Background: an optimization exercise with open tools, aiming at small area. Do not read the settings as production practice. Only simulation tests tie the RTL to the original design; equivalence was not proved. The clock cells of runs 2 to 6 come from the design's own scripts or RTL, not from TritonCTS. The flow treats the clock pin as an ideal source. Dropping or thinning the clock tree relies on that and would not hold on a real chip. No activity file was given, so power comes from the tool's default toggle rates.

[design/flow/design.v]
module UnitGenerator
(
  input  CLK,           
  input  rst,           
  output wire UnitClock,
  output wire UnitTick,  
  input  PIN_24,  
  input  PIN_23,
  input  PIN_22,
  input  PIN_21,
  input  PIN_19,  
  input  PIN_18,
  input  PIN_17,
  input  PIN_16,
  input  PIN_15,
  input  PIN_14
  );
  reg        morse_clk;
  reg [8:0]  hi;
  reg [27:0] lo;
  wire [3:0] m = {PIN_24, PIN_23, PIN_22, PIN_21};
  wire [5:0] s = {PIN_19, PIN_18, PIN_17, PIN_16, PIN_15, PIN_14};
  reg [31:0] t1;   
  always @(*)
    case (s)
      6'd0: t1 = 32'h08000000;
      6'd1: t1 = 32'h16000000;
      6'd2: t1 = 32'h08000000;
      6'd3: t1 = 32'h05333333;
      6'd4: t1 = 32'h04000000;
      6'd5: t1 = 32'h03200000;
      6'd6: t1 = 32'h02666666;
      6'd7: t1 = 32'h02285714;
      6'd8: t1 = 32'h02000000;
      6'd9: t1 = 32'h01777777;
      6'd10: t1 = 32'h01600000;
      6'd11: t1 = 32'h01454545;
      6'd12: t1 = 32'h01333333;
      6'd13: t1 = 32'h01230769;
      6'd14: t1 = 32'h01142857;
      6'd15: t1 = 32'h01066666;
      6'd16: t1 = 32'h01000000;
      6'd17: t1 = 32'h00941176;
      6'd18: t1 = 32'h00888888;
      6'd19: t1 = 32'h00842105;
      6'd20: t1 = 32'h00800000;
      6'd21: t1 = 32'h00761904;
      6'd22: t1 = 32'h00727272;
      6'd23: t1 = 32'h00695652;
      6'd24: t1 = 32'h00666666;
      6'd25: t1 = 32'h00640000;
      6'd26: t1 = 32'h00615384;
      6'd27: t1 = 32'h00592592;
      6'd28: t1 = 32'h00571428;
      6'd29: t1 = 32'h00551724;
      6'd30: t1 = 32'h00533333;
      6'd31: t1 = 32'h00516129;
      6'd32: t1 = 32'h00500000;
      6'd33: t1 = 32'h00484848;
      6'd34: t1 = 32'h00470588;
      6'd35: t1 = 32'h00457142;
      6'd36: t1 = 32'h00444444;
      6'd37: t1 = 32'h00432432;
      6'd38: t1 = 32'h00421052;
      6'd39: t1 = 32'h00410256;
      6'd40: t1 = 32'h00400000;
      6'd41: t1 = 32'h00390243;
      6'd42: t1 = 32'h00380952;
      6'd43: t1 = 32'h00372093;
      6'd44: t1 = 32'h00363636;
      6'd45: t1 = 32'h00355555;
      6'd46: t1 = 32'h00347826;
      6'd47: t1 = 32'h00340425;
      6'd48: t1 = 32'h00333333;
      6'd49: t1 = 32'h00326530;
      6'd50: t1 = 32'h00320000;
      6'd51: t1 = 32'h00313725;
      6'd52: t1 = 32'h00307692;
      6'd53: t1 = 32'h00301886;
      6'd54: t1 = 32'h00296296;
      6'd55: t1 = 32'h00290909;
      6'd56: t1 = 32'h00285714;
      6'd57: t1 = 32'h00280701;
      6'd58: t1 = 32'h00275862;
      6'd59: t1 = 32'h00271186;
      6'd60: t1 = 32'h00266666;
      6'd61: t1 = 32'h00262295;
      6'd62: t1 = 32'h00258064;
      6'd63: t1 = 32'h00253968;
    endcase
  reg [27:0] lo_inc;
  reg [8:0]  hi_inc;
  reg        c;
  integer i;
  always @(*) begin
    c = 1'b1;
    for (i = 0; i < 7; i = i + 1) begin
      lo_inc[4*i]   = lo[4*i] ^ c;
      lo_inc[4*i+1] = (lo[4*i+1] ^ (c & lo[4*i])) & ~(c & lo[4*i+3]);
      lo_inc[4*i+2] = lo[4*i+2] ^ (c & lo[4*i+1] & lo[4*i]);
      lo_inc[4*i+3] = lo[4*i+3] ^ (c & lo[4*i] & (lo[4*i+3] | (lo[4*i+2] & lo[4*i+1])));
      c = c & lo[4*i+3] & lo[4*i];
    end
    hi_inc = hi + {8'd0, c};
  end
  wire ones = hi[8] & hi[7] & hi[5] & hi[3] & hi[2] & hi[0]
            & lo[26] & ~lo[25] & ~lo[24]                  
            & lo[23] & lo[20]                             
            & lo[18] & lo[17] & ~lo[16]                   
            & lo[14] & lo[13] & lo[12]                    
            & ~lo[10] & lo[9] & ~lo[8]                    
            & lo[7] & lo[4]                               
            & lo[2] & ~lo[1] & lo[0];                     
  function ge(input [31:0] a, input [31:0] b, input integer w);
    integer k;
    reg g;
    begin
      g = 1'b1;
      for (k = 0; k < w; k = k + 1)
        g = (a[k] & ~b[k]) | (a[k] & g) | (~b[k] & g);
      ge = g;
    end
  endfunction
  reg [31:0] t;
  reg        mok;
  always @(*) begin
    t = t1; mok = 1'b1;
    case (m)
      4'b0001: t = t1;
      4'b0010: t = {4'd0, t1[31:4]};
      4'b0100: t = {12'd0, t1[31:12]};
      4'b1000: t = {24'd0, t1[31:24]};
      default: mok = 1'b0;
    endcase
  end
  wire ge_sel = mok & ((hi > {5'd0, t[31:28]}) | ((hi == {5'd0, t[31:28]}) & ge({4'd0, lo}, {4'd0, t[27:0]}, 28)));
  wire hit = ones || (ge_sel && s != 6'd0);
  always @(posedge CLK)
    if (rst) begin
      morse_clk <= 1'b1;
      hi <= 9'd0;
      lo <= 28'd0;
    end else if (hit) begin
      morse_clk <= ~morse_clk;
      hi <= 9'd0;
      lo <= 28'd0;
    end else begin
      hi <= hi_inc;
      lo <= lo_inc;
    end
  assign UnitClock = morse_clk;
  assign UnitTick = hit & ~morse_clk;
endmodule
module Sentence
  (
    input  CLK,
    input  rst,
    input  UnitTick,
    output wire ONOFF,
    output wire isDash
  );
  localparam [1:0] SEG_S1 = 2'b00;
  localparam [1:0] SEG_O  = 2'b01;
  localparam [1:0] SEG_S2 = 2'b10;
  reg [1:0] seg;
  reg [3:0] pos;
  reg       onoff;
  reg       indash;
  reg [1:0] seg_n;
  reg [3:0] pos_n;
  always @(*) begin
    seg_n = seg;
    pos_n = pos;
    if (rst) begin
      seg_n = SEG_S2;
      pos_n = 4'd15;
    end else if (UnitTick) begin
      if (pos == 4'd15) begin
        seg_n = (seg == SEG_S1) ? SEG_O : (seg == SEG_O) ? SEG_S2 : SEG_S1;
        pos_n = (seg == SEG_S1) ? 4'd0 : 4'd6;
      end else
        pos_n = pos + 4'd1;
    end
  end
  wire on_n = ~(pos_n[3] & pos_n[2]) & (seg_n[0] ? (pos_n[1] | pos_n[0]) : pos_n[0]);
  always @(posedge CLK) begin
    seg    <= seg_n;
    pos    <= pos_n;
    onoff  <= on_n;
    indash <= on_n & seg_n[0];
  end
  assign ONOFF = onoff;
  assign isDash = indash;
endmodule
module LaserMorse_Top #(parameter CLK_SPEED=16_000_000)
  (input  CLK,           
   input  rst,           
   output PIN_12,
   output PIN_13,
   output LED,
   output USBPU,   
   input  PIN_24,  
   input  PIN_23,  
   input  PIN_22,  
   input  PIN_21,  
   input  PIN_19,  
   input  PIN_18,
   input  PIN_17,
   input  PIN_16,
   input  PIN_15,
   input  PIN_14
    );
  wire unitClock;
  wire unitTick;
  wire ledOnOff;
  wire isDash;
  UnitGenerator unit(.CLK(CLK), .rst(rst),
                     .UnitClock(unitClock), .UnitTick(unitTick),
                     .PIN_24(PIN_24), .PIN_23(PIN_23), .PIN_22(PIN_22), .PIN_21(PIN_21),
                     .PIN_19(PIN_19), .PIN_18(PIN_18), .PIN_17(PIN_17),
                     .PIN_16(PIN_16), .PIN_15(PIN_15), .PIN_14(PIN_14));
  Sentence sentence(.CLK(CLK), .rst(rst), .UnitTick(unitTick),
                    .ONOFF(ledOnOff), .isDash(isDash));
  assign LED = ledOnOff;
  assign PIN_13 = ledOnOff;
  assign PIN_12 = isDash;
  assign USBPU = 1'b0;
endmodule
[design/flow/flow/run.sh]
#!/bin/bash
# Own layout flow: the standard layout (standard.sh) with these changes:
#  - synthesis maps the logic with an area-only ABC script (flow/abc_min.script:
#    a long AIG optimisation, then mapping with area recovery)
#    instead of ORFS's abc_area.script (which buffers and upsizes for a delay
#    target), and leaves adders to ABC instead of mapping them to ha/fa cells
#    first. Everything else is ORFS's synth.tcl as synth_recipe.tcl runs it, so
#    the registers are the standard ones.
#  - port buffers, and synthesis's buffers for outputs that share a net, are
#    the smallest buffer, sky130_fd_sc_hd__buf_1.
#  - clock tree synthesis gets its arguments from flow/cts_args (ORFS's own
#    arguments, the buffer list and no dummy loads).
set -euo pipefail
here=$(pwd)
flowdir=$here/flow

sed -e "s|^source \$::env(SCRIPTS_DIR)/synth_preamble.tcl\$|&\nset abc_args [lreplace \$abc_args 1 1 $flowdir/abc_min.script]|" \
    -e 's|^  \[env_var_exists_and_non_empty ADDER_MAP_FILE\] &&$|  0 \&\&|' \
  "$FLOW_HOME/scripts/synth.tcl" > "$here/synth_min.tcl"
grep -q "abc_min.script" "$here/synth_min.tcl"
grep -q "^  0 &&" "$here/synth_min.tcl"
sed "s|^source \$::env(SCRIPTS_DIR)/synth.tcl\$|source $here/synth_min.tcl|" \
  "$here/synth_recipe.tcl" > "$here/synth_own.tcl"
grep -q "synth_min.tcl" "$here/synth_own.tcl"

bash "$here/standard.sh" SYNTH_SCRIPT="$here/synth_own.tcl" \
  "BUFFER_PORTS_ARGS=-buffer_cell sky130_fd_sc_hd__buf_1" \
  "MIN_BUF_CELL_AND_PORTS=sky130_fd_sc_hd__buf_1 A X" \
  "CTS_ARGS=$(cat "$flowdir/cts_args")" finish > "$here/flow_make.log" 2>&1
[design/flow/flow/abc_min.script]
strash
&get -n
&deepsyn -T 150
&nf -R 1000 -p
&put
topo
[design/flow/flow/cts_args]
-sink_clustering_enable -repair_clock_nets -buf_list sky130_fd_sc_hd__clkbuf_8 -dont_use_dummy_load
[design/flow/standard.sh]
#!/bin/bash
# synth_recipe.tcl (not shown) runs the flow's synth.tcl, then flattens the netlist and writes it again
# the make line also repeats each setting of config.mk as NAME=value (left out here)
make -C /OpenROAD-flow-scripts/flow DESIGN_CONFIG=/design/flow/config.mk WORK_HOME=/design/flow/orfs CLKGATE_MAP_FILE= SYNTH_SCRIPT=/design/flow/synth_recipe.tcl "${@:-finish}"
[design/flow/config.mk]
export PLATFORM = sky130hd
export DESIGN_NAME = LaserMorse_Top
export DESIGN_NICKNAME = LaserMorse_Top
export VERILOG_FILES = /design/flow/design.v
export SDC_FILE = /design/flow/constraint.sdc
export NUM_CORES = 4
export LEC_CHECK = 0
export CAP_MARGIN = 20
export CORE_MARGIN = 2
export CORE_UTILIZATION = 40
export GPL_TIMING_DRIVEN = 0
export SLEW_MARGIN = 20
[design/flow/constraint.sdc]
create_clock -name core_clock -period 130.0 [get_ports {CLK}]
set_input_delay 26.0000 -clock core_clock [delete_from_list [all_inputs] [get_ports {CLK}]]
set_output_delay 26.0000 -clock core_clock [all_outputs]
set_load 0.01 [all_outputs]
==> results of run 1 <==
[state kept, by name (all words and copies together) (netlist names)]
signal,count
sentence.seg,2
sentence.pos,4
unit.lo,28
sentence.indash,1
sentence.onoff,1
unit.hi,9
unit.morse_clk,1
[logic make-up (layout without fill, tap and decap cells)]
logic type / Yosys count / in the layout / synth area share, %
AO/OA/AOI/OAI: 181 / 181 / 33.8
adder cells (fa/ha/maj): 1 / 1 / 0.280
buffers and inverters: 10 / 34 / 1.05
other: 1 / 1 / 0.105
AND/OR/NAND/NOR: 265 / 265 / 35.3
flip-flops: 46 / 46 / 25.8
XOR/XNOR: 15 / 15 / 3.68
[layer usage]
| layer | part of all wire (%) | vias up | track usage, % |
|---|---|---|---|
| li1 | - | 2063 | - |
| met1 | 41 | 2057 | 35.4 |
| met2 | 46 | 226 | 43.3 |
| met3 | 8.4 | 45 | 3.55 |
| met4 | 4.7 | 0 | 13.2 |
| met5 | 0 | - | 0 |
[cells in the mapped netlist (all sizes together) (3+ instances only)]
cell	number	area share, %
nand2	70	7.4
a222oi	14	3.9
o22ai	14	2.5
a32oi	6	1.5
a21boi	3	0.63
nor2b	9	1.6
nand3b	4	0.84
a2111oi	3	0.74
nand3	10	1.4
a31oi	14	2.5
nor4	5	0.88
dfxtp	46	26
o221ai	3	0.74
xnor2	6	1.5
and3	11	1.9
or2	5	0.88
a22oi	18	3.8
o21ai	36	5.0
xor2	9	2.2
nor3	34	4.8
clkinv	8	0.84
and2	5	0.88
nand2b	11	1.9
nor2	79	8.3
or3	3	0.53
nor3b	4	0.84
a211oi	10	2.1
nand4b	4	0.98
nand4	6	1.1
a21oi	39	5.5
a21o	3	0.63
a221oi	6	1.5
[final cells by class]
class                      instances  area (sq um)  area share (%)
inverter                           8          30.0           0.773
multi-input combinational        463          2620            67.4
buffer                             2          7.51           0.193
sequential                        46           921            23.7
timing repair buffer              19           105            2.71
tap                              108           135            3.48
clock buffer                       5          68.8            1.77
[report_power, final]
group / internal [mW] / leakage [nW] / switching [mW]
Sequential: 0.0142 / 0.371 / 0.000169
Clock: 0.00348 / 0.0359 / 0.00459
Combinational: 0.00262 / 0.893 / 0.00591
Total: 0.0203 / 1.30 / 0.0107
[path summary, 6_finish.rpt]
check	endpoint	from	slack (ns)	depth (start not counted)
setup / recovery	sentence.indash	PIN_14	96.34	43
hold / removal	unit.morse_clk	unit.morse_clk	0.47	2
setup reg to reg	sentence.indash	unit.lo[0]	124.43	33
hold reg to reg	unit.morse_clk	unit.morse_clk	0.47	2
[worst max-delay path, delay by kind of cell]
family | cells | cell delay (ns)
buffers and inverters | 2 | 0.91
and+or+nand+nor | 14 | 2.62
AOI/OAI and AO/OA | 27 | 4.37
==> results.ini, run 1 <==
[run_status]
status = timing/DRC/antenna clean

[place]
postPlaceCellArea_sq_um = 3790
dp_slack_ns = 95.59
gp_congestion = 1.01
dp_cells = 644
port_buffers = 14
hpwl_microns = 9860

[final_layout]
antenna_cells = 0
final_cell_mix = nor2_1, nand2_1, dfxtp_1
fin_cells = 651
final_core_util_pct = 44.8
drive_above_1_share_pct = 2.76
syn_to_final_growth_pct = 8.79
final_cell_area_sq_um = 3880
final_common_cell = nor2_1
nNetsFinal = 557
fill_cells = 949

[power_and_ir_drop]
ir_drop_uv = 4.12
power-per-cell-area_nw_per_um2 = 7.96
p_total_mw = 0.0309
leakage_nw = 1.30

[grt]
antenna_found_initial = 0
grt_use_total_pct = 26.9
grt_overflow_total = 0
grt_pass1_wl_microns = 20800
grt_pass1_vias = 4014
grt_max_degree = 38

[sta]
rsz0062_at_grt = no
finalClockSkew_ns = 0.0171
fin_crit_ns = 33.66
clock.fmax_mhz = 29.7
holdWs_ns = 0.468
setup_viol = 0
slew_headroom_pct = 20.9
fin_crit_sh_pct = 25.9
worst_slew_pin_slew_ns = 1.19
hold_viol = 0
finalSetupTns_ns = 0
maxSlewViolCount = 0
setup_slack_ns = 96.34

[critical_path]
crit_top_cell = a21oi_1
critPathMaxFanout = 11
slowest_stage = nor2_1
end_kind = flop
crit_arrival_ns = 33.92
cpPeakStageDelay_ns = 0.67
cp.required_ns = 130.25
cp-start-kind = input pin
crit_type = input pin to flop

[flow_run]
drv_cap = 0

[die]
core_area_sq_um = 8680
rows = 34
ios = 16
die_h_microns = 98.5
die_width_microns = 98.5
initial_core_util_pct = 41.1
dieArea_sq_um = 9700

[cts]
cts-root-buf = clkbuf_8
clk_path_buf_depth = 2
cts_sinks = 46
cts_tree = yes
cts_buffers = 5
cts_setup_buffers = 0
clk_latency_ns = 0.30
postCtsResizedCells = 0
htree_levels = 2
hold_buffers = 0
clk_pin_slew_worst_paths_ns = 0.09

[detailed_routing]
detail-route-antenna-nets = 0
wirelength_microns = 13400
vias = 4391
drt_iter0_drc = 506
route.detailed.drc = 0
vias_per_cell = 6.75
drtPass1Iterations = 8
wl_per_cell_microns = 20.6

[synthesis]
synthCells = 519
synth_edf_count = 0
ys_ff_latch = 46
yosysWarnings = 2
synth_cell_types = 49
syn_avg_cell_area_sq_um = 6.88
synth_area_sq_um = 3570
ys.flop_type = dfxtp_1
synth-seq-area-share_pct = 25.8
syn-num-nets = 531
synthArstFlopShare_pct = 0

[min_path]
hold_path.class = flop to flop

==> run 2, diff against run 1 <==
--- a/design/flow/flow/run.sh
+++ b/design/flow/flow/run.sh
@@ -10,4 +10,5 @@
 #    the smallest buffer, sky130_fd_sc_hd__buf_1.
-#  - clock tree synthesis gets its arguments from flow/cts_args (ORFS's own
-#    arguments, the buffer list and no dummy loads).
+#  - the clock is buffered by flow/manual_cts.tcl (three clock buffers, each
+#    driving a cluster of registers) in place of TritonCTS, whose H-tree puts
+#    five buffers on this small design.
 set -euo pipefail
@@ -27,3 +28,3 @@
   "BUFFER_PORTS_ARGS=-buffer_cell sky130_fd_sc_hd__buf_1" \
-  "MIN_BUF_CELL_AND_PORTS=sky130_fd_sc_hd__buf_1 A X" \
-  "CTS_ARGS=$(cat "$flowdir/cts_args")" finish > "$here/flow_make.log" 2>&1
+  "MIN_BUF_CELL_AND_PORTS=sky130_fd_sc_hd__buf_1 A X" SYNTH_INSBUF=0 \
+  "PRE_CTS_TCL=$flowdir/manual_cts.tcl" finish > "$here/flow_make.log" 2>&1
==> design/flow/flow/manual_cts.tcl (new file) <==
# Clock buffering in place of TritonCTS, for a small design: the clock port
# drives $nbuf clock buffers of cell $cell; the registers are split into
# $nbuf groups by k-means on their positions, and each buffer, placed at the
# centre of its group, drives that group's clock pins.
proc manual_clock_buffers {clkname cell nbuf} {
  set block [ord::get_db_block]
  set clknet [$block findNet $clkname]
  set master [[ord::get_db] findMaster $cell]
  set pts {}
  foreach it [$clknet getITerms] {
    set bb [[$it getInst] getBBox]
    lappend pts [list [expr {([$bb xMin] + [$bb xMax]) / 2.0}] [expr {([$bb yMin] + [$bb yMax]) / 2.0}] $it]
  }
  set n [llength $pts]
  # initial centres: points spread along x
  set sorted [lsort -real -index 0 $pts]
  set cs {}
  for {set g 0} {$g < $nbuf} {incr g} {
    set p [lindex $sorted [expr {int(($g + 0.5) * $n / $nbuf)}]]
    lappend cs [list [lindex $p 0] [lindex $p 1]]
  }
  for {set iter 0} {$iter < 50} {incr iter} {
    set sums {}
    for {set g 0} {$g < $nbuf} {incr g} { lappend sums {0 0 0} }
    set assign {}
    foreach p $pts {
      set best 0; set bd 1e30
      for {set g 0} {$g < $nbuf} {incr g} {
        set c [lindex $cs $g]
        set d [expr {abs([lindex $p 0] - [lindex $c 0]) + abs([lindex $p 1] - [lindex $c 1])}]
        if {$d < $bd} { set bd $d; set best $g }
      }
      lappend assign $best
      set s [lindex $sums $best]
      lset sums $best [list [expr {[lindex $s 0] + [lindex $p 0]}] [expr {[lindex $s 1] + [lindex $p 1]}] [expr {[lindex $s 2] + 1}]]
    }
    for {set g 0} {$g < $nbuf} {incr g} {
      set s [lindex $sums $g]
      if {[lindex $s 2] > 0} { lset cs $g [list [expr {[lindex $s 0] / [lindex $s 2]}] [expr {[lindex $s 1] / [lindex $s 2]}]] }
    }
  }
  for {set g 0} {$g < $nbuf} {incr g} {
    set inst [odb::dbInst_create $block $master "clkbuf_manual_$g"]
    set net [odb::dbNet_create $block "clknet_manual_$g"]
    $net setSigType CLOCK
    set k 0
    foreach p $pts a $assign {
      if {$a != $g} continue
      set it [lindex $p 2]
      $it disconnect
      $it connect $net
      incr k
    }
    [$inst findITerm A] connect $clknet
    [$inst findITerm X] connect $net
    set c [lindex $cs $g]
    $inst setLocation [expr {int([lindex $c 0])}] [expr {int([lindex $c 1])}]
    $inst setPlacementStatus PLACED
    puts "manual clock buffer $g: $cell driving $k clock pins"
  }
}

# Used as ORFS's PRE_CTS_TCL hook: cts.tcl's call of clock_tree_synthesis
# then buffers the clock this way instead.
proc clock_tree_synthesis {args} {
  puts "clock_tree_synthesis replaced by manual_clock_buffers (ORFS arguments: $args)"
  manual_clock_buffers CLK sky130_fd_sc_hd__clkbuf_8 3
}
removed: design/flow/flow/cts_args
==> results.ini, run 2 <==
[flow_run]
drv_cap = 0

[grt]
antenna_found_initial = 0
grt_use_total_pct = 26.4
grt_overflow_total = 0
grt_max_degree = 38
grt_pass1_wl_microns = 21100
grt_pass1_vias = 4055

[power_and_ir_drop]
ir_drop_uv = 7.25
power-per-cell-area_nw_per_um2 = 7.38
p_total_mw = 0.0283
leakage_nw = 1.28

[cts]
clk_latency_ns = 0.15
hold_buffers = 0
postCtsResizedCells = 0
clk_pin_slew_worst_paths_ns = 0.08
cts_setup_buffers = 0

[critical_path]
slowest_stage = nor2_1
end_kind = flop
critPathMaxFanout = 23
cpPeakStageDelay_ns = 0.58
crit_top_cell = a21oi_1
cp-start-kind = input pin
crit_type = input pin to flop
crit_arrival_ns = 33.68
cp.required_ns = 130.09

[sta]
setup_viol = 0
finalSetupTns_ns = 0
maxSlewViolCount = 0
fin_crit_sh_pct = 25.8
finalClockSkew_ns = 0.0114
hold_viol = 0
setup_slack_ns = 96.41
worst_slew_pin_slew_ns = 0.901
fin_crit_ns = 33.59
rsz0062_at_grt = no
clock.fmax_mhz = 29.8
slew_headroom_pct = 39.9

[synthesis]
synth_area_sq_um = 3560
ys_ff_latch = 46
synth_most_common_cell = nor2_1
synthTopCellsByArea = dfxtp_1, nor2_1, nand2_1, a21oi_1, o21ai_0
synth_edf_count = 0
synthTopCellsByCount = nor2_1, nand2_1, dfxtp_1
synthArstFlopShare_pct = 0
synthCells = 517
syn_avg_cell_area_sq_um = 6.89
syn-num-nets = 529
synth-seq-area-share_pct = 25.8
yosysWarnings = 2
synth_cell_types = 48
ys.flop_type = dfxtp_1
synth_top_area_share_pct = 25.8
synth_area_leader_cell = dfxtp_1

[final_layout]
largest_reg_flops = 28
fin_cells = 645
syn_to_final_growth_pct = 7.62
regMostFlops = unit.lo
final_cell_mix = nor2_1, nand2_1, dfxtp_1
final_common_cell = nor2_1
drive_above_1_share_pct = 2.61
nNetsFinal = 551
reg_top3 = unit.lo: 28 flops, unit.hi: 9 flops, sentence.pos: 4 flops
antenna_cells = 0

[die]
ios = 16
rows = 34
core_area_sq_um = 8680
initial_core_util_pct = 41.1
dieArea_sq_um = 9680
die_h_microns = 98.4
die_width_microns = 98.4

[detailed_routing]
route.detailed.drc = 0
wirelength_microns = 13200
wl_per_cell_microns = 20.5
drt_iter0_drc = 632
detail-route-antenna-nets = 0
vias_per_cell = 6.74
drtPass1Iterations = 5
vias = 4346

[place]
dp_slack_ns = 96.26
port_buffers = 14
gp_congestion = 1.02
dp_cells = 641
hpwl_microns = 9770

[run_status]
status = timing/DRC/antenna clean

[min_path]
hold_path.class = flop to flop

-- run 2: path summary, 6_finish.rpt --
| check | from | to | slack [ns] | cells after the start |
|---|---|---|---|---|
| setup / recovery | PIN_14 | sentence.indash | 96.41 | 43 |
| hold / removal | unit.morse_clk | unit.morse_clk | 0.47 | 2 |
| setup reg to reg | unit.lo[0] | sentence.indash | 124.50 | 33 |
| hold reg to reg | unit.morse_clk | unit.morse_clk | 0.47 | 2 |
-- run 2: kinds of logic (layout without fill, tap and decap cells) --
group / Yosys count / count (layout) / synth area share [%]
simple gates: 265 / 265 / 35.4
compound gates: 181 / 181 / 33.8
flops: 46 / 46 / 25.8
xor+xnor: 15 / 15 / 3.69
buf+inv: 8 / 28 / 0.843
fa+ha+maj: 1 / 1 / 0.281
other cells: 1 / 1 / 0.105
-- run 2: layout make-up --
type / instances / area (sq um)
fill: 952 / 4840
multi-input combinational: 463 / 2620
sequential: 46 / 921
tap: 108 / 135
timing repair buffer: 17 / 90.1
buffer: 3 / 41.3
inverter: 8 / 30.0
-- run 2: routing by layer --
layer	global-route usage (%)	up-vias	wire, microns	part of all wire [%]
met5	0	-	0	0
met4	13.2	0	709	5.4
met3	3.72	53	1100	8.3
met2	42.0	223	5850	44
met1	35.1	2014	5570	42
li1	-	2056	-	-
-- run 2: report_power, final --
part / internal [mW] / leakage, nW / switching (mW) / total, mW
clock network: 0.00213 / 0.0216 / 0.00341 / 0.00554
logic: 0.00258 / 0.888 / 0.00587 / 0.00845
registers: 0.0142 / 0.371 / 0.000152 / 0.0143
-- run 2: per-stage QoR --
step	instance area (sq um)	utilization (%)	hold slack, ns
finish	3830	44.2	0.474
global route	3830	44.2	0.525
CTS	3820	44.0	0.463
detailed placement	3780	43.5	0.460
global placement	3750	43.2	0.452
floorplan	3560	-	0.434
-- run 2: critical path, delay by kind of cell --
| kind | cells | cell delay, ns |
|---|---|---|
| and+or+nand+nor | 14 | 2.46 |
| buffers and inverters | 2 | 0.86 |
| AOI/OAI and AO/OA | 27 | 4.32 |
==> run 3, diff against run 2 <==
--- a/design/flow/flow/run.sh
+++ b/design/flow/flow/run.sh
@@ -28,3 +28,3 @@
   "BUFFER_PORTS_ARGS=-buffer_cell sky130_fd_sc_hd__buf_1" \
-  "MIN_BUF_CELL_AND_PORTS=sky130_fd_sc_hd__buf_1 A X" SYNTH_INSBUF=0 \
+  "MIN_BUF_CELL_AND_PORTS=sky130_fd_sc_hd__buf_1 A X" \
   "PRE_CTS_TCL=$flowdir/manual_cts.tcl" finish > "$here/flow_make.log" 2>&1
==> results.ini, run 3 <==
[sta]
finalClockSkew_ns = 0.0117
setup_viol = 0
worst_slew_pin_slew_ns = 1.19
hold_viol = 0
clock.fmax_mhz = 29.6
rsz0062_at_grt = no
slew_headroom_pct = 20.8
fin_crit_ns = 33.80
fin_crit_sh_pct = 26.0
finalSetupTns_ns = 0
maxSlewViolCount = 0

[final_layout]
fin_cells = 649
antenna_cells = 0
nNetsFinal = 555
fill_cells = 947
final_cell_area_sq_um = 3860
syn_to_final_growth_pct = 8.02
reg_top3 = unit.lo: 28 flops, unit.hi: 9 flops, sentence.pos: 4 flops
final_common_cell = nor2_1
largest_reg_flops = 28
final_cell_mix = nor2_1, nand2_1, dfxtp_1
drive_above_1_share_pct = 2.40
regMostFlops = unit.lo

[detailed_routing]
wl_per_cell_microns = 20.2
vias = 4330
drtPass1Iterations = 5
drt_iter0_drc = 420
wl_met2_microns = 6090
vias_per_cell = 6.67
m1WireLength_microns = 5370
detail-route-antenna-nets = 0
wirelength_microns = 13100
met3_length_microns = 1090
top_layer_used = met4
route.detailed.drc = 0

[synthesis]
synthTopCellsByArea = dfxtp_1, nor2_1, nand2_1, a21oi_1, o21ai_0
synth_fa_ha_area_share_pct = 0.280
synth-seq-area-share_pct = 25.8
synth_most_common_cell = nor2_1
muxShareOfSynthArea_pct = 0
synthCells = 519
synth_top_area_share_pct = 25.8
synthArstFlopShare_pct = 0
ys.flop_type = dfxtp_1
synth_top_family_by_area = simple AND/OR/NAND/NOR gates
synth_compound_area_share_pct = 33.8
yosysWarnings = 2
synth_edf_count = 0
synthTopCellsByCount = nor2_1, nand2_1, dfxtp_1
syn_avg_cell_area_sq_um = 6.88
syn-num-nets = 531
synth_area_sq_um = 3570
synth_area_leader_cell = dfxtp_1
synthXorXnorAreaFrac_pct = 3.68
synthSimpleGateAreaFrac_pct = 35.3
ys_ff_latch = 46
synth_cell_types = 49

[power_and_ir_drop]
ir_drop_uv = 5.55
leakage_nw = 1.29
power-per-cell-area_nw_per_um2 = 7.36

[critical_path]
cp-startpoint = PIN_15
cpPeakStageDelay_ns = 0.85
r2r_cells = 33
crit_type = input pin to flop
crit_top_cell = a21oi_1
cp.required_ns = 130.10
r2r_end = sentence.indash
crit_arrival_ns = 33.89
end_kind = flop
critPathMaxFanout = 26
rrSetupSlack_ns = 124.42
cp-start-kind = input pin
cp-endpoint = sentence.indash
slowest_stage = buf_1
worstReg2RegStart = unit.lo[0]

[grt]
grt_max_degree = 38
grt_pass1_wl_microns = 20700
antenna_found_initial = 0
grt_overflow_total = 0
grt_pass1_vias = 4003
grt_use_total_pct = 25.9

[place]
dp_cells = 644
port_buffers = 14
gp_congestion = 1.01
hpwl_microns = 9860
postPlaceCellArea_sq_um = 3790

[min_path]
hold_path.class = flop to flop
worstHoldPathCells = 2

[die]
core_area_sq_um = 8680
rows = 34
ios = 16
dieArea_sq_um = 9700
die_h_microns = 98.5
die_width_microns = 98.5
initial_core_util_pct = 41.1

[cts]
cts_setup_buffers = 0
clk_pin_slew_worst_paths_ns = 0.09
clk_latency_ns = 0.16
hold_buffers = 0
postCtsResizedCells = 0

[flow_run]
drv_cap = 0

[run_status]
status = timing/DRC/antenna clean

==> run 3: cell families after synthesis <==
family	after synthesis
DFF	46
and+or+nand+nor	265
adders and majority gates	1
other	1
xor gates and xnor gates	15
AOI/OAI and AO/OA	181
buffers and inverters	10
==> run 3: worst min path at each step <==
stage / from / endpoint / slack (ns)
CTS: unit.morse_clk / unit.morse_clk / 0.46
global placement: unit.morse_clk / unit.morse_clk / 0.45
global route: unit.morse_clk / unit.morse_clk / 0.51
finish: unit.morse_clk / unit.morse_clk / 0.47
floorplan: unit.morse_clk / unit.morse_clk / 0.43
detailed placement: unit.morse_clk / unit.morse_clk / 0.46
==> run 3: cell type report <==
type	instances	area, sq um	share of cell area [%]
multi-input combinational	463	2620	67.9
sequential	46	921	23.9
tap	108	135	3.50
timing repair buffer	19	105	2.72
buffer	5	48.8	1.27
inverter	8	30.0	0.778
==> run 3: per-layer routing <==
metal	global-route usage (%)	vias up
met5	0	-
met4	10.4	0
met3	2.27	42
met2	42.9	215
met1	35.0	2007
li1	-	2066
==> run 3: metrics by stage <==
stage	hold slack (ns)	worst slack (ns)	total power [mW]	util, %
3_3_place_gp	0.453	95.36	0.0228	43.3
4_1_cts	0.458	95.56	0.0270	44.2
5_1_grt	0.509	95.39	0.0298	44.4
2_1_floorplan	0.434	97.36	0.0196	-
3_5_place_dp	0.458	95.59	0.0227	43.7
6_report	0.467	96.20	0.0284	44.4
==> run 3: power breakdown <==
part / switching, mW / internal [mW]
Combinational: 0.00586 / 0.00262
Sequential: 0.000166 / 0.0142
Clock: 0.00346 / 0.00213
==> run 3: worst max-delay path: cells and delay by family <==
kind	cells	cell delay (ns)
buffers and inverters	1	0.85
AO/OA/AOI/OAI	27	4.27
AND/OR/NAND/NOR	14	2.73
==> run 4, diff against run 3 <==
--- a/design/flow/flow/run.sh
+++ b/design/flow/flow/run.sh
@@ -8,4 +8,5 @@
 #    the registers are the standard ones.
-#  - port buffers, and synthesis's buffers for outputs that share a net, are
-#    the smallest buffer, sky130_fd_sc_hd__buf_1.
+#  - port buffers are the smallest buffer, sky130_fd_sc_hd__buf_1; synthesis
+#    adds no buffers of its own for outputs that share a net or a constant
+#    (SYNTH_INSBUF=0), since every output port gets its port buffer anyway.
 #  - the clock is buffered by flow/manual_cts.tcl (three clock buffers, each
@@ -28,3 +29,3 @@
   "BUFFER_PORTS_ARGS=-buffer_cell sky130_fd_sc_hd__buf_1" \
-  "MIN_BUF_CELL_AND_PORTS=sky130_fd_sc_hd__buf_1 A X" \
+  "MIN_BUF_CELL_AND_PORTS=sky130_fd_sc_hd__buf_1 A X" SYNTH_INSBUF=0 \
   "PRE_CTS_TCL=$flowdir/manual_cts.tcl" finish > "$here/flow_make.log" 2>&1
--- a/design/flow/config.mk
+++ b/design/flow/config.mk
@@ -11,2 +11,3 @@
 export GPL_TIMING_DRIVEN = 0
+export PLACE_DENSITY = 0.85
 export SLEW_MARGIN = 20
==> results.ini, run 4 <==
[final_layout]
seq_area_sq_um = 921
final_common_cell = nor2_1
largest_reg_flops = 28
regMostFlops = unit.lo
multi_input_comb_area_sq_um = 2620
fill_cells = 923
drive_above_1_share_pct = 2.24
nNetsFinal = 550
final_cell_mix = nor2_1, nand2_1, dfxtp_1
reg_top3 = unit.lo: 28 flops, unit.hi: 9 flops, sentence.pos: 4 flops
final_cell_area_sq_um = 3830
antenna_cells = 0
fin_cells = 644
syn_to_final_growth_pct = 7.41

[synthesis]
synthArstFlopShare_pct = 0
synth_edf_count = 0
synth_cell_types = 48
syn-num-nets = 529
synth_area_leader_cell = dfxtp_1
synth_fa_ha_area_share_pct = 0.281
synth_area_sq_um = 3560
synth_top_area_share_pct = 25.8
synthSimpleGateAreaFrac_pct = 35.4
syn_avg_cell_area_sq_um = 6.89
synth_most_common_cell = nor2_1
muxShareOfSynthArea_pct = 0
synth_top_family_by_area = simple AND/OR/NAND/NOR gates
synthXorXnorAreaFrac_pct = 3.69
synthTopCellsByCount = nor2_1, nand2_1, dfxtp_1
synthTopCellsByArea = dfxtp_1, nor2_1, nand2_1, a21oi_1, o21ai_0
ys.flop_type = dfxtp_1
yosysWarnings = 2
synth_compound_area_share_pct = 33.8
synth-seq-area-share_pct = 25.8
ys_ff_latch = 46
synthCells = 517

[die]
die_h_microns = 98.4
rows = 34
initial_core_util_pct = 41.1
ios = 16
core_area_sq_um = 8680
dieArea_sq_um = 9680
die_width_microns = 98.4

[power_and_ir_drop]
p_int_mw = 0.0189
power-per-cell-area_nw_per_um2 = 7.41
p_sw_share_pct = 33.5
seqPwrFrac_pct = 50.4
p_total_mw = 0.0284
leakage_nw = 1.28
p_comb_share_pct = 29.8
ir_drop_uv = 7.41
p_switching_mw = 0.00952
clkPwrFrac_pct = 19.8

[sta]
finalSetupTns_ns = 0
holdWs_ns = 0.480
rsz0062_at_grt = no
finalClockSkew_ns = 0.0130
clock.fmax_mhz = 29.1
setup_viol = 0
fin_crit_ns = 34.40
slew_headroom_pct = 20.2
fin_crit_sh_pct = 26.5
hold_viol = 0
worst_slew_pin_slew_ns = 1.20
maxSlewViolCount = 0

[grt]
grt_use_total_pct = 25.9
grt_pass1_wl_microns = 21000
grt_pass1_vias = 4050
grt_overflow_total = 0
grt_max_degree = 34
antenna_found_initial = 0

[critical_path]
crit_family = compound AO/OA/AOI/OAI gates
end_kind = flop
crit_type = input pin to flop
cp-start-kind = input pin
crit_top_cell = a21oi_1
crit_arrival_ns = 34.51
cp_num_cells = 43
r2r_cells = 33
critPathMaxFanout = 23
slowest_stage = buf_1
cpPeakStageDelay_ns = 0.86
cp.required_ns = 130.11
path_buf_inv = 2

[min_path]
worstHoldPathCells = 2
hold_path.class = flop to flop

[detailed_routing]
drt_iter0_drc = 840
wl_per_cell_microns = 20.2
vias_per_cell = 6.97
wirelength_microns = 13000
vias = 4491
route.detailed.drc = 0
drtPass1Iterations = 8
detail-route-antenna-nets = 0

[run_status]
status = timing/DRC/antenna clean

[cts]
clk_pin_slew_worst_paths_ns = 0.10
postCtsResizedCells = 0
cts_setup_buffers = 0
hold_buffers = 0
clk_latency_ns = 0.16

[flow_run]
drv_cap = 0

[place]
postPlaceCellArea_sq_um = 3780
dp_cells = 641
hpwl_microns = 9610
gp_congestion = 1.01
port_buffers = 14

-- run 4: cell types whose count changed in the layout (fill, tap and decap cells not counted) --
cell	before	now
clkbuf_2	0	2
buf_1	13	8
or2_2	1	0
or2_1	0	1
buf_2	3	4
buf_6	3	0
buf_4	2	1
buf_8	0	1
-- run 4: metal layers --
metal,share of wire (%),global-route usage (%),wire length [microns],vias to the layer above
li1,-,-,-,2052
met1,41,37.0,5270,2059
met2,44,40.9,5740,340
met3,12,3.87,1590,40
met4,2.9,6.43,379,0
met5,0,0,0,-
-- run 4: cells by family (layout without fill, tap and decap cells) --
kind of cell | after synthesis | after routing
fa+ha+maj | 1 | 1
compound gates | 181 | 181
flops | 46 | 46
xor+xnor | 15 | 15
simple gates | 265 | 265
buf+inv | 8 | 27
other cells | 1 | 1
-- run 4: path summary, 6_finish.rpt --
kind / from / endpoint / slack [ns]
setup / recovery: PIN_14 / sentence.indash / 95.60
hold / removal: unit.morse_clk / unit.morse_clk / 0.48
setup reg to reg: unit.lo[0] / sentence.indash / 124.51
hold reg to reg: unit.morse_clk / unit.morse_clk / 0.48
-- run 4: area by class of cell --
| cell class | instances | area share (%) |
|---|---|---|
| Tap cell | 108 | 3.53 |
| Buffer | 3 | 1.08 |
| Timing Repair Buffer | 16 | 2.16 |
| Multi-Input combinational cell | 463 | 68.4 |
| Sequential cell | 46 | 24.1 |
| Inverter | 8 | 0.785 |
-- run 4: power by group through the flow --
stage	Clock (mW)	Combinational, mW	Sequential, mW
global placement	0	0.00797	0.0146
floorplan	0	0.00498	0.0146
global route	0.00618	0.00900	0.0143
finish	0.00561	0.00845	0.0143
CTS	0.00425	0.00798	0.0146
detailed placement	0	0.00795	0.0146
-- run 4: worst min-delay path: stages, from the launching register on --
cell,delay [ns]
dfxtp_1,0.32
clkinv_1,0.04
o21ai_0,0.08
-- run 4: stage by stage --
step | setup slack, ns | utilization (%)
floorplan | 97.36 | -
global placement | 95.57 | 43.2
detailed placement | 95.80 | 43.6
CTS | 95.74 | 44.1
global route | 94.85 | 44.1
finish | 95.60 | 44.1
==> run 5, diff against run 4 <==
--- a/design/flow/config.mk
+++ b/design/flow/config.mk
@@ -11,3 +11,2 @@
 export GPL_TIMING_DRIVEN = 0
-export PLACE_DENSITY = 0.85
 export SLEW_MARGIN = 20
==> results.ini, run 5 <==
[sta]
fin_crit_ns = 33.59
clock.fmax_mhz = 29.8
finalClockSkew_ns = 0.0114
fin_crit_sh_pct = 25.8
slew_headroom_pct = 39.9
setup_viol = 0
rsz0062_at_grt = no
hold_viol = 0
worst_slew_pin_slew_ns = 0.901
finalSetupTns_ns = 0
maxSlewViolCount = 0

[critical_path]
cpPeakStageDelay_ns = 0.58
critPathMaxFanout = 23
worstReg2RegStart = unit.lo[0]
crit_arrival_ns = 33.68
rrSetupSlack_ns = 124.50
crit_type = input pin to flop
cp.required_ns = 130.09
end_kind = flop
crit_family = compound AO/OA/AOI/OAI gates
r2r_end = sentence.indash
slowest_stage = nor2_1
cp-start-kind = input pin
path_buf_inv = 2
crit_top_cell = a21oi_1
r2r_cells = 33

[detailed_routing]
drtPass1Iterations = 5
drt_iter0_drc = 632
route.detailed.drc = 0
vias_per_cell = 6.74
wirelength_microns = 13200
wl_per_cell_microns = 20.5
vias = 4346
detail-route-antenna-nets = 0

[place]
dp_cells = 641
hpwl_microns = 9770
port_buffers = 14
gp_congestion = 1.02

[grt]
grt_pass1_wl_microns = 21100
grt_pass1_vias = 4055
antenna_found_initial = 0
grt_overflow_total = 0
grt_max_degree = 38
grt_use_total_pct = 26.4

[synthesis]
synth_most_common_cell = nor2_1
synthTopCellsByCount = nor2_1, nand2_1, dfxtp_1
syn-num-nets = 529
ys_ff_latch = 46
synthTopCellsByArea = dfxtp_1, nor2_1, nand2_1, a21oi_1, o21ai_0
synth_top_area_share_pct = 25.8
syn_avg_cell_area_sq_um = 6.89
synth-seq-area-share_pct = 25.8
ys.flop_type = dfxtp_1
synth_area_leader_cell = dfxtp_1
synth_area_sq_um = 3560
synthArstFlopShare_pct = 0
yosysWarnings = 2
synth_cell_types = 48
synthCells = 517
synth_edf_count = 0

[power_and_ir_drop]
ir_drop_uv = 7.25
power-per-cell-area_nw_per_um2 = 7.38
p_total_mw = 0.0283
leakage_nw = 1.28

[final_layout]
nNetsFinal = 551
syn_to_final_growth_pct = 7.62
regMostFlops = unit.lo
final_cell_mix = nor2_1, nand2_1, dfxtp_1
reg_top3 = unit.lo: 28 flops, unit.hi: 9 flops, sentence.pos: 4 flops
fin_cells = 645
largest_reg_flops = 28
drive_above_1_share_pct = 2.61
final_common_cell = nor2_1
antenna_cells = 0

[cts]
hold_buffers = 0
clk_pin_slew_worst_paths_ns = 0.08
postCtsResizedCells = 0
cts_setup_buffers = 0
clk_latency_ns = 0.15

[min_path]
min_to = unit.morse_clk
hold_path.class = flop to flop
hp-start = unit.morse_clk
worstHoldPathCells = 2

[die]
dieArea_sq_um = 9680
ios = 16
die_h_microns = 98.4
core_area_sq_um = 8680
die_width_microns = 98.4
initial_core_util_pct = 41.1
rows = 34

[flow_run]
drv_cap = 0

[run_status]
status = timing/DRC/antenna clean

run 5: worst max path at each step:
stage                     depth (start not counted)  slack [ns]   start              end
after global routing                             43       95.66  PIN_14  sentence.indash
after global placement                           34       95.39  PIN_16       unit.lo[3]
after detailed placement                         42       96.26  PIN_15  sentence.indash
after CTS                                        42       96.23  PIN_15  sentence.indash
final                                            43       96.41  PIN_14  sentence.indash
after floorplan                                  38       97.36  PIN_22  sentence.indash
run 5: worst reg2reg max path: cells and delay by family (launching register included):
| kind | cells | cell delay [ns] |
|---|---|---|
| compound gates | 24 | 3.78 |
| simple gates | 9 | 1.23 |
| flops | 1 | 0.43 |
run 5: logic make-up after synthesis:
family | synth area share [%]
other | 0.105
xor gates and xnor gates | 3.69
AOI/OAI and AO/OA | 33.8
adders and majority gates | 0.281
buffers and inverters | 0.843
DFF | 25.8
and+or+nand+nor | 35.4
run 5: power breakdown:
group	internal, mW	total, mW	switching [mW]
clock	0.00213	0.00554	0.00341
sequential	0.0142	0.0143	0.000152
combinational	0.00258	0.00845	0.00587
total	0.0189	0.0283	0.00943
run 5: final cells by class:
type | count | area [sq um]
multi-input combinational | 463 | 2620
sequential | 46 | 921
inverter | 8 | 30.0
fill | 952 | 4840
timing repair buffer | 17 | 90.1
buffer | 3 | 41.3
tap | 108 | 135
run 5: per-stage QoR:
| stage | utilization (%) | hold WS [ns] | instance area (sq um) | worst slack [ns] |
|---|---|---|---|---|
| 5_1_grt | 44.2 | 0.525 | 3830 | 95.66 |
| 3_5_place_dp | 43.5 | 0.460 | 3780 | 96.26 |
| 6_report | 44.2 | 0.474 | 3830 | 96.41 |
| 3_3_place_gp | 43.2 | 0.452 | 3750 | 95.39 |
| 2_1_floorplan | - | 0.434 | 3560 | 97.36 |
| 4_1_cts | 44.0 | 0.463 | 3820 | 96.23 |
run 5: routing by layer:
| layer | track usage (%) | up-vias | wire length (microns) | part of all wire [%] |
|---|---|---|---|---|
| met5 | 0 | - | 0 | 0 |
| met4 | 13.2 | 0 | 709 | 5.4 |
| met3 | 3.72 | 53 | 1100 | 8.3 |
| met2 | 42.0 | 223 | 5850 | 44 |
| met1 | 35.1 | 2014 | 5570 | 42 |
| li1 | - | 2056 | - | - |
==> run 6, diff against run 5 <==
--- a/design/flow/config.mk
+++ b/design/flow/config.mk
@@ -9,3 +9,3 @@
 export CORE_MARGIN = 2
-export CORE_UTILIZATION = 40
+export CORE_UTILIZATION = 60
 export GPL_TIMING_DRIVEN = 0
==> results.ini, run 6 <==
[critical_path]
crit_top_cell = a21oi_1
slowest_stage = buf_1
crit_family = compound AO/OA/AOI/OAI gates
cp.required_ns = 130.10
cpPeakStageDelay_ns = 0.80
worstReg2RegStart = unit.lo[0]
path_buf_inv = 2
cp-start-kind = input pin
end_kind = flop
critPathMaxFanout = 23
crit_type = input pin to flop
r2r_cells = 33
rrSetupSlack_ns = 124.31
crit_arrival_ns = 34.78
r2r_end = sentence.indash

[place]
gp_congestion = 1.06
hpwl_microns = 9190
port_buffers = 14
dp_slack_ns = 95.73

[synthesis]
synth_area_sq_um = 3560
synth_top_area_share_pct = 25.8
synth_area_leader_cell = dfxtp_1
ys.flop_type = dfxtp_1
synthArstFlopShare_pct = 0
syn_avg_cell_area_sq_um = 6.89
synth_cell_types = 48
synth_edf_count = 0
synthCells = 517
synthTopCellsByArea = dfxtp_1, nor2_1, nand2_1, a21oi_1, o21ai_0
yosysWarnings = 2
ys_ff_latch = 46
synth-seq-area-share_pct = 25.8
syn-num-nets = 529
synthTopCellsByCount = nor2_1, nand2_1, dfxtp_1
synth_most_common_cell = nor2_1

[grt]
grt_pass1_vias = 4032
grt_max_degree = 34
grt_use_total_pct = 37.8
grt_overflow_total = 0
grt_pass1_wl_microns = 19900
antenna_found_initial = 1

[power_and_ir_drop]
p_switching_mw = 0.00945
leakage_nw = 1.28
clkPwrFrac_pct = 19.8
ir_drop_uv = 9.20
power-per-cell-area_nw_per_um2 = 7.48
p_comb_share_pct = 29.5
p_int_mw = 0.0189
seqPwrFrac_pct = 50.6
p_sw_share_pct = 33.4

[sta]
setup_viol = 0
hold_viol = 0
fin_crit_sh_pct = 26.7
finalClockSkew_ns = 0.0165
fin_crit_ns = 34.68
setup_slack_ns = 95.32
clock.fmax_mhz = 28.8
worst_slew_pin_slew_ns = 1.10
slew_headroom_pct = 26.6
rsz0062_at_grt = no
maxSlewViolCount = 0
finalSetupTns_ns = 0

[final_layout]
drive_above_1_share_pct = 2.24
syn_to_final_growth_pct = 6.25
largest_reg_flops = 28
final_common_cell = nor2_1
regMostFlops = unit.lo
final_cell_mix = nor2_1, nand2_1, dfxtp_1
nNetsFinal = 550
reg_top3 = unit.lo: 28 flops, unit.hi: 9 flops, sentence.pos: 4 flops
antenna_cells = 0

[cts]
postCtsResizedCells = 0
clk_latency_ns = 0.16
cts_setup_buffers = 0
hold_buffers = 0
clk_pin_slew_worst_paths_ns = 0.10

[detailed_routing]
met3_length_microns = 2000
vias_per_cell = 7.47
detail-route-antenna-nets = 0
drtPass1Iterations = 7
wl_per_cell_microns = 21.0
vias = 4565
m1WireLength_microns = 4860
top_layer_used = met4
route.detailed.drc = 0
drt_iter0_drc = 1118
wl_met2_microns = 5490
wirelength_microns = 12900

[run_status]
status = timing/DRC/antenna clean

[min_path]
hold_path.class = flop to flop
worstHoldPathCells = 2
hp-start = unit.morse_clk
min_to = unit.morse_clk

[die]
rows = 28
die_h_microns = 81.1
initial_core_util_pct = 61.3
ios = 16
core_area_sq_um = 5820
dieArea_sq_um = 6570
die_width_microns = 81.1

[flow_run]
drv_cap = 0

## run 6: changes by cell type in the layout (fill, tap and decap cells not counted), sizes merged
| cell | before | now |
|---|---|---|
| buf | 16 | 12 |
| clkbuf | 4 | 7 |
## run 6: worst register-to-register path: cells and delay by family (launching register included)
family	cells	cell delay (ns)
compound gates	24	3.90
simple gates	9	1.30
flops	1	0.43
## run 6: area by class of cell
type / count / area [sq um]
Multi-Input combinational cell: 463 / 2620
Fill cell: 520 / 2030
Sequential cell: 46 / 921
Tap cell: 75 / 93.8
Timing Repair Buffer: 16 / 82.6
Buffer: 3 / 41.3
Inverter: 8 / 30.0
## run 6: kinds of logic after synthesis
logic type	Yosys count	synth area share [%]
AND/OR/NAND/NOR	265	35.4
XOR/XNOR	15	3.69
AO/OA/AOI/OAI	181	33.8
adder cells (fa/ha/maj)	1	0.281
other	1	0.105
flip-flops	46	25.8
buffers and inverters	8	0.843
## run 6: power by group through the flow
stage | clock network, mW | registers (mW) | logic [mW]
final | 0.00562 | 0.0143 | 0.00836
after global routing | 0.00615 | 0.0143 | 0.00880
after CTS | 0.00425 | 0.0146 | 0.00781
after detailed placement | 0 | 0.0146 | 0.00778
after global placement | 0 | 0.0146 | 0.00774
after floorplan | 0 | 0.0146 | 0.00498
## run 6: worst max-delay path by stage
stage                      start              end  slack (ns)  cells past startpoint
after floorplan           PIN_22  sentence.indash       97.36                     38
after global placement    PIN_14  sentence.indash       95.52                     41
after detailed placement  PIN_14  sentence.indash       95.73                     42
after CTS                 PIN_14  sentence.indash       95.66                     42
after global routing      PIN_14  sentence.indash       94.90                     42
final                     PIN_14  sentence.indash       95.32                     41
## run 6: metrics by stage
stage               cells  total power [mW]  utilization (%)  area (sq um)  hold slack (ns)
floorplan             517            0.0196                -          3560            0.434
finish                611            0.0283             65.1          3790            0.477
global route          611            0.0293             65.1          3790            0.514
CTS                   611            0.0267             65.0          3780            0.468
global placement      606            0.0224             63.8          3710            0.452
detailed placement    608            0.0224             64.3          3740            0.465
## run 6: per-layer routing
layer | global-route usage (%) | vias up
met1 | 52.3 | 2044
met4 | 7.80 | 0
met2 | 59.3 | 407
li1 | - | 2044
met5 | 0 | -
met3 | 10.3 | 70

==> what the ideal ports hide <==
How much do the figures lean on ideal ports? The routed layouts below were timed once more, with nothing changed but the port constraints. Step 1 assumes that a clkbuf_16 drives the clock port and a buf_2 every other input. Step 2 times the ports against the registers' clock, not the clock port: input delays grow and output delays shrink by t, the midpoint of the rising clock arrivals with the driver on. Slacks: ideal ports / drivers / drivers and shift; pairs: ideal ports / drivers.
run | t, ns | slack for setup (ns) | clock arrival spread, ns | worst slew at a driven data input, ns
run 1 | 0.328 | 96.336 / 96.345 / 96.018 | 0.017 / 0.017 | 0.04
run 2 | 0.202 | 96.410 / 96.440 / 96.238 | 0.011 / 0.012 | 0.04
run 3 | 0.203 | 96.202 / 96.223 / 96.020 | 0.011 / 0.012 | 0.04
run 4 | 0.191 | 95.595 / 95.606 / 95.416 | 0.014 / 0.013 | 0.03
run 5 | 0.202 | 96.410 / 96.440 / 96.238 | 0.011 / 0.012 | 0.04
run 6 | 0.194 | 95.322 / 95.336 / 95.143 | 0.016 / 0.017 | 0.05
After both steps every run listed still meets setup and hold. The setup slack of run 1, which loses most, moves by +0.009 ns with the drivers and by -0.318 ns with both steps.
